Context: an optimization exercise on an open-source flow, tuned for small area. The choices shown serve that exercise and are no tape-out recipe.
The RTL was checked by simulation tests, not by an equivalence proof against the original design.
The flow treats the clock pin as an ideal source, which a real chip does not have.
Power is estimated from default activity; no workload was simulated.

==> inputs of trial 55 <==
Design SYS_TOP, start of the top module:
module SYS_TOP
(
	input   wire   RX_IN    ,
	input   wire   CLK      ,
	input   wire   RST      ,
	output  reg    TX_OUT   ,
	output  reg    PAR_ERR  ,
	output  reg    STP_ERR
);
Settings: LEC_CHECK=0, CAP_MARGIN=20, CORE_MARGIN=2, CORE_UTILIZATION=40, GPL_TIMING_DRIVEN=0, PLACE_DENSITY=0.6, SLEW_MARGIN=20; clock period 36.0 ns.
standard.sh (not shown) runs the stock make flow with config.mk's settings and CLKGATE_MAP_FILE= SYNTH_SCRIPT=/design/flow/synth_recipe.tcl, a recipe that flattens the netlist after the stock synthesis.
==> flow/flow/run.sh <==
#!/bin/bash
# Own layout flow: the standard flow (standard.sh) with these changes:
#  * synthesis maps the combinational logic with an area-oriented ABC script
#    (flow/area.abc: deep AIG resynthesis, structural choices, area mapping) and
#    without the full/half-adder extraction; registers
#    are mapped exactly as in the standard synthesis (dfflibmap runs before abc);
#  * the port buffers are buf_1 cells.
# make's output goes to standard.log; ORFS keeps each step's log under orfs/logs.
set -euo pipefail
W=$PWD
sed "s#__ABC__#$W/flow/area.abc#" flow/abc_override.tcl > my_synth.tcl
cat synth_recipe.tcl >> my_synth.tcl
bash standard.sh SYNTH_SCRIPT=$W/my_synth.tcl ADDER_MAP_FILE= \
  POST_CTS_TCL=$W/flow/shrink_clk.tcl CLK_LEAF_SLEW=0.105 \
  "BUFFER_PORTS_ARGS=-buffer_cell sky130_fd_sc_hd__buf_1" \
  "CTS_ARGS=-sink_clustering_enable -repair_clock_nets -dont_use_dummy_load -buf_list sky130_fd_sc_hd__clkbuf_8 -sink_clustering_size 30 -sink_clustering_max_diameter 300" \
  finish > standard.log 2>&1
==> flow/flow/area.abc <==
strash
&get -n
&deepsyn -T 20
&dch -f
&nf -a -R 1000
&put
topo
==> flow/flow/shrink_clk.tcl <==
# POST_CTS_TCL hook: the clock tree's leaf buffers are built as clkbuf_8.
# Each leaf is tried as the smaller clkbuf_4 and kept so only if the slew at
# every flip-flop clock pin it drives stays under CLK_LEAF_SLEW (ns).
set db [ord::get_db]
set block [ord::get_db_block]
set small [$db findMaster sky130_fd_sc_hd__clkbuf_4]
set limit [expr {[info exists ::env(CLK_LEAF_SLEW)] ? $::env(CLK_LEAF_SLEW) : 0.105}]
set clk_net [$block findNet CLK]
set root ""
foreach it [$clk_net getITerms] {
  if {[string match "*clkbuf*" [[$it getInst] getName]]} { set root [$it getInst] }
}
if {$root eq ""} { error "shrink_clk: no root clock buffer" }
set leaves {}
foreach it [[[$root findITerm X] getNet] getITerms] {
  set inst [$it getInst]
  if {$inst ne $root && [string match "sky130_fd_sc_hd__clkbuf*" [[$inst getMaster] getName]]} {
    lappend leaves [list $inst [$inst getMaster]]
  }
}
proc leaf_slew {inst} {
  set mx 0
  foreach it [[[$inst findITerm X] getNet] getITerms] {
    if {[$it getInst] eq $inst} { continue }
    set pin [get_pins -quiet "[[$it getInst] getName]/[[$it getMTerm] getName]"]
    if {$pin eq ""} { continue }
    set s [get_property $pin slew_max]
    if {$s > $mx} { set mx $s }
  }
  return $mx
}
foreach l $leaves { [lindex $l 0] swapMaster $small }
estimate_parasitics -placement
set kept 0
foreach l $leaves {
  lassign $l inst master
  set s [leaf_slew $inst]
  if {$s > $limit} {
    $inst swapMaster $master
  } else {
    incr kept
  }
  puts "shrink_clk: [$inst getName] slew [format %.3f $s] -> [[$inst getMaster] getName]"
}
puts "shrink_clk: $kept of [llength $leaves] leaves are clkbuf_4"
estimate_parasitics -placement
Other scripts of this flow, unchanged in this note and not shown: flow/flow/abc_override.tcl
==> trial 75: changes against trial 55 <==
==> flow/flow/area.abc (replaced) <==
strash
&get -n
&deepsyn -T 20
&dch
&nf -a -R 1000
&put
topo
==> flow/config.mk (replaced) <==
export PLATFORM = sky130hd
export DESIGN_NAME = SYS_TOP
export DESIGN_NICKNAME = SYS_TOP
export VERILOG_FILES = /design/flow/design.v
export SDC_FILE = /design/flow/constraint.sdc
export NUM_CORES = 4
export LEC_CHECK = 0
export CAP_MARGIN = 20
export CORE_MARGIN = 2
export CORE_UTILIZATION = 40
export PLACE_DENSITY = 0.6
export SLEW_MARGIN = 20
==> trial 46: changes against trial 55 <==
--- a/flow/design.v
+++ b/flow/design.v
@@ -5,17 +5,17 @@
 	input   wire   RST      ,
 	output  reg    TX_OUT   ,
 	output  reg    PAR_ERR  ,
 	output  reg    STP_ERR
 );
 localparam IDLE = 3'd0, WA = 3'd1, WD = 3'd2, RA = 3'd3, CA = 3'd4, CB = 3'd5, CF = 3'd6, INIT = 3'd7;
 reg  [2:0]  ph;               
 reg  [2:0]  cs;               
-reg         go;               
+reg         pend, go;         
 reg         rsp;              
 reg         fr;               
 reg         rxa;              
 reg  [3:0]  lo, hi;
 reg         u;                
 reg         rp;               
 reg  [11:0] Z;
 wire [7:0]  sr = Z[7:0];
@@ -23,32 +23,32 @@
 reg  [7:0]  r0, r1, r3;
 reg         r2p, r2t, r2h;    
 reg  [95:0] ring;             
 wire [2:0] e = lo[2:0];
 wire [3:0] b = hi;
 wire [3:0] tm = lo;
 wire [3:0] sc = hi;
 wire eq = u;
-wire tx = rsp & ~go;                  
+wire tx = rsp & ~pend & ~go;          
 wire init = (cs == INIT);
 wire rxst = ~rxa & ~RX_IN;           
 wire dbit   = (b != 4'd0) & ~(b[3] & (b[2:0] != 3'd0));    
 wire pbit   = (b == 4'd9) & r2p;
 wire sbit   = dbit | pbit;
 wire stopb  = r2p ? (b == 4'd10) : (b == 4'd9);
-wire rxend  = rxa & stopb & (ph == 3'd7);
+wire rxend  = rxa & stopb & (e == 3'd1);
 wire par_ok = ~r2p | ~(rp ^ r2t);
 wire vld    = rxend & par_ok & RX_IN;
 always @(posedge CLK or negedge RST) begin
 	if (!RST)
 		rxa <= 1'b0;
 	else if (!rxa)
 		rxa <= rxst;
-	else if ((rxend && RX_IN) || (stopb && e == 3'd7))
+	else if (stopb && ((e == 3'd1 && RX_IN) || e == 3'd7))
 		rxa <= 1'b0;                  
 end
 always @(posedge CLK) begin
 	if (rxa && sbit && e == 3'd2)
 		u <= RX_IN;
 	else if (rxa && sbit && e == 3'd3)
 		u <= u ^ RX_IN;
 	else if (vld)
@@ -141,37 +141,42 @@
 			default: ob = 1'b0;
 		endcase
 	end
 end
 always @(posedge CLK or negedge RST) begin
 	if (!RST) begin
 		ph   <= 3'd0;
 		cs   <= INIT;
+		pend <= 1'b0;
 		go   <= 1'b0;
 		rsp  <= 1'b0;
 	end
 	else begin
 		ph <= ph + 3'd1;
 		if (init && ph == 3'd7)
 			cs <= IDLE;
 		if (vld) begin
 			case (cs)
 				IDLE: begin
 					if (sr == 8'hAA)      cs <= WA;
 					else if (sr == 8'hBB) cs <= RA;
 					else if (sr == 8'hCC) cs <= CA;
 					else if (sr == 8'hDD) cs <= CF;
 				end
 				WA: cs <= WD;
-				WD: begin cs <= IDLE; go <= 1'b1; end
-				CA: begin cs <= CB;   go <= 1'b1; end
-				CB: begin cs <= CF;   go <= 1'b1; end
-				default: begin go <= 1'b1; rsp <= 1'b1; end    
+				WD: begin cs <= IDLE; pend <= 1'b1; end
+				CA: begin cs <= CB;   pend <= 1'b1; end
+				CB: begin cs <= CF;   pend <= 1'b1; end
+				default: begin pend <= 1'b1; rsp <= 1'b1; end    
 			endcase
+		end
+		if (pend && ph == 3'd7) begin
+			pend <= 1'b0;
+			go   <= 1'b1;
 		end
 		if (go && ph == 3'd7)
 			go <= 1'b0;
 		if (tx && bnd && sc == last && !(isal && g)) begin
 			rsp <= 1'b0;
 			cs  <= IDLE;
 		end
 	end
==> flow/flow/run.sh (replaced) <==
#!/bin/bash
# Own layout flow: the standard flow (standard.sh) with two changes:
#  * synthesis maps the combinational logic with an area-oriented ABC script
#    (flow/area.abc) and without the full/half-adder extraction; registers
#    are mapped exactly as in the standard synthesis (dfflibmap runs before abc);
#  * CTS builds the clock tree from clkbuf_8 cells without dummy loads.
# make's output goes to standard.log; ORFS keeps each step's log under orfs/logs.
set -euo pipefail
W=$PWD
sed "s#__ABC__#$W/flow/area.abc#" flow/abc_override.tcl > my_synth.tcl
cat synth_recipe.tcl >> my_synth.tcl
bash standard.sh SYNTH_SCRIPT=$W/my_synth.tcl ADDER_MAP_FILE= \
  "CTS_ARGS=-sink_clustering_enable -repair_clock_nets -dont_use_dummy_load -buf_list sky130_fd_sc_hd__clkbuf_8 -sink_clustering_size 30 -sink_clustering_max_diameter 300" \
  finish > standard.log 2>&1
==> flow/flow/area.abc (replaced) <==
strash
dch
map -a
strash
dch
map -a
strash
dch
map -a
strash
dch
map -a
topo
==> flow/config.mk (replaced) <==
export PLATFORM = sky130hd
export DESIGN_NAME = SYS_TOP
export DESIGN_NICKNAME = SYS_TOP
export VERILOG_FILES = /design/flow/design.v
export SDC_FILE = /design/flow/constraint.sdc
export NUM_CORES = 4
export LEC_CHECK = 0
export CAP_MARGIN = 20
export CORE_MARGIN = 2
export CORE_UTILIZATION = 40
export PLACE_DENSITY = 0.6
export SLEW_MARGIN = 20
removed: flow/flow/shrink_clk.tcl
==> qor summary <==
quantity	trial 75	trial 55	trial 46
First-iteration detailed-routing DRC count	485	494	440
RD Place Congestion	0.868	0.897	0.970
Effective utilization at floorplan	0.405	0.406	0.404
Final Total Pwr	0.000262 W	0.000336 W	0.000451 W
Cell row count	44	44	45
Routed WL	13.3 mm	12.8 mm	14.4 mm
Post-Place Worst Slack	26.46 ns	26.46 ns	26.26 ns
Final-layout fill cell count	1404	1341	1453
Post-synthesis xor/xnor area fraction	0.0417	0.0375	0.0202
Power Clock	0.0000795 W	0.0000791 W	0.0000958 W
Mean routed wirelength per cell	17.7 um	16.8 um	16.2 um
Detailed placer's ending HPWL	9.67 mm	9.31 mm	10.7 mm
Status	finished clean	finished clean	finished clean
Largest fanout on the critical path	11	9	8
Share of layout cells above drive strength 1	0.0406	0.0363	0.0428
Detailed route wirelength on metal3	647 um	640 um	704 um
Fraction of area in multi-input gates	0.350	0.351	0.321
First-pass GRT wire length	21.2 mm	21.1 mm	23.1 mm
Die area	15500 um2	15600 um2	16200 um2
Reg-to-reg startpoint	Z[2]	Z[1]	Z[1]
Post-route clock skew	0.0285 ns	0.0302 ns	0.0230 ns
Layout overhead on the synthesized area	7.48%	7.18%	8.92%
Switching share of total power	0.197	0.283	0.346
Core box area	14400 um2	14400 um2	15000 um2
Internal	0.000210 W	0.000241 W	0.000295 W

==> re-timing with driven ports <==
The flow's constraints put no driver on any port. The routed layouts listed below were extracted and timed again, unchanged, in two steps. Step 1 assumes that a clkbuf_16 drives the clock port and a buf_2 every other input. Step 2 times the ports against the registers' clock, not the clock port: input delays grow and output delays shrink by t, the midpoint of the rising clock arrivals with the driver on. Slacks: no drivers / after step 1 / after step 2; pairs: no drivers / after step 1.
| run | t, ns | setup slack, ns | hold WS [ns] |
|---|---|---|---|
| trial 55 | 0.456 | 26.837 / 26.851 / 26.395 | 0.301 / 0.301 / 0.301 |
| trial 75 | 0.449 | 26.885 / 26.898 / 26.449 | 0.309 / 0.309 / 0.309 |
| trial 46 | 0.469 | 26.616 / 26.625 / 26.156 | 0.298 / 0.298 / 0.298 |
After both steps setup and hold are still met in every run listed. The setup slack of trial 46, which loses most, moves by +0.009 ns with the drivers and by -0.460 ns with both steps.
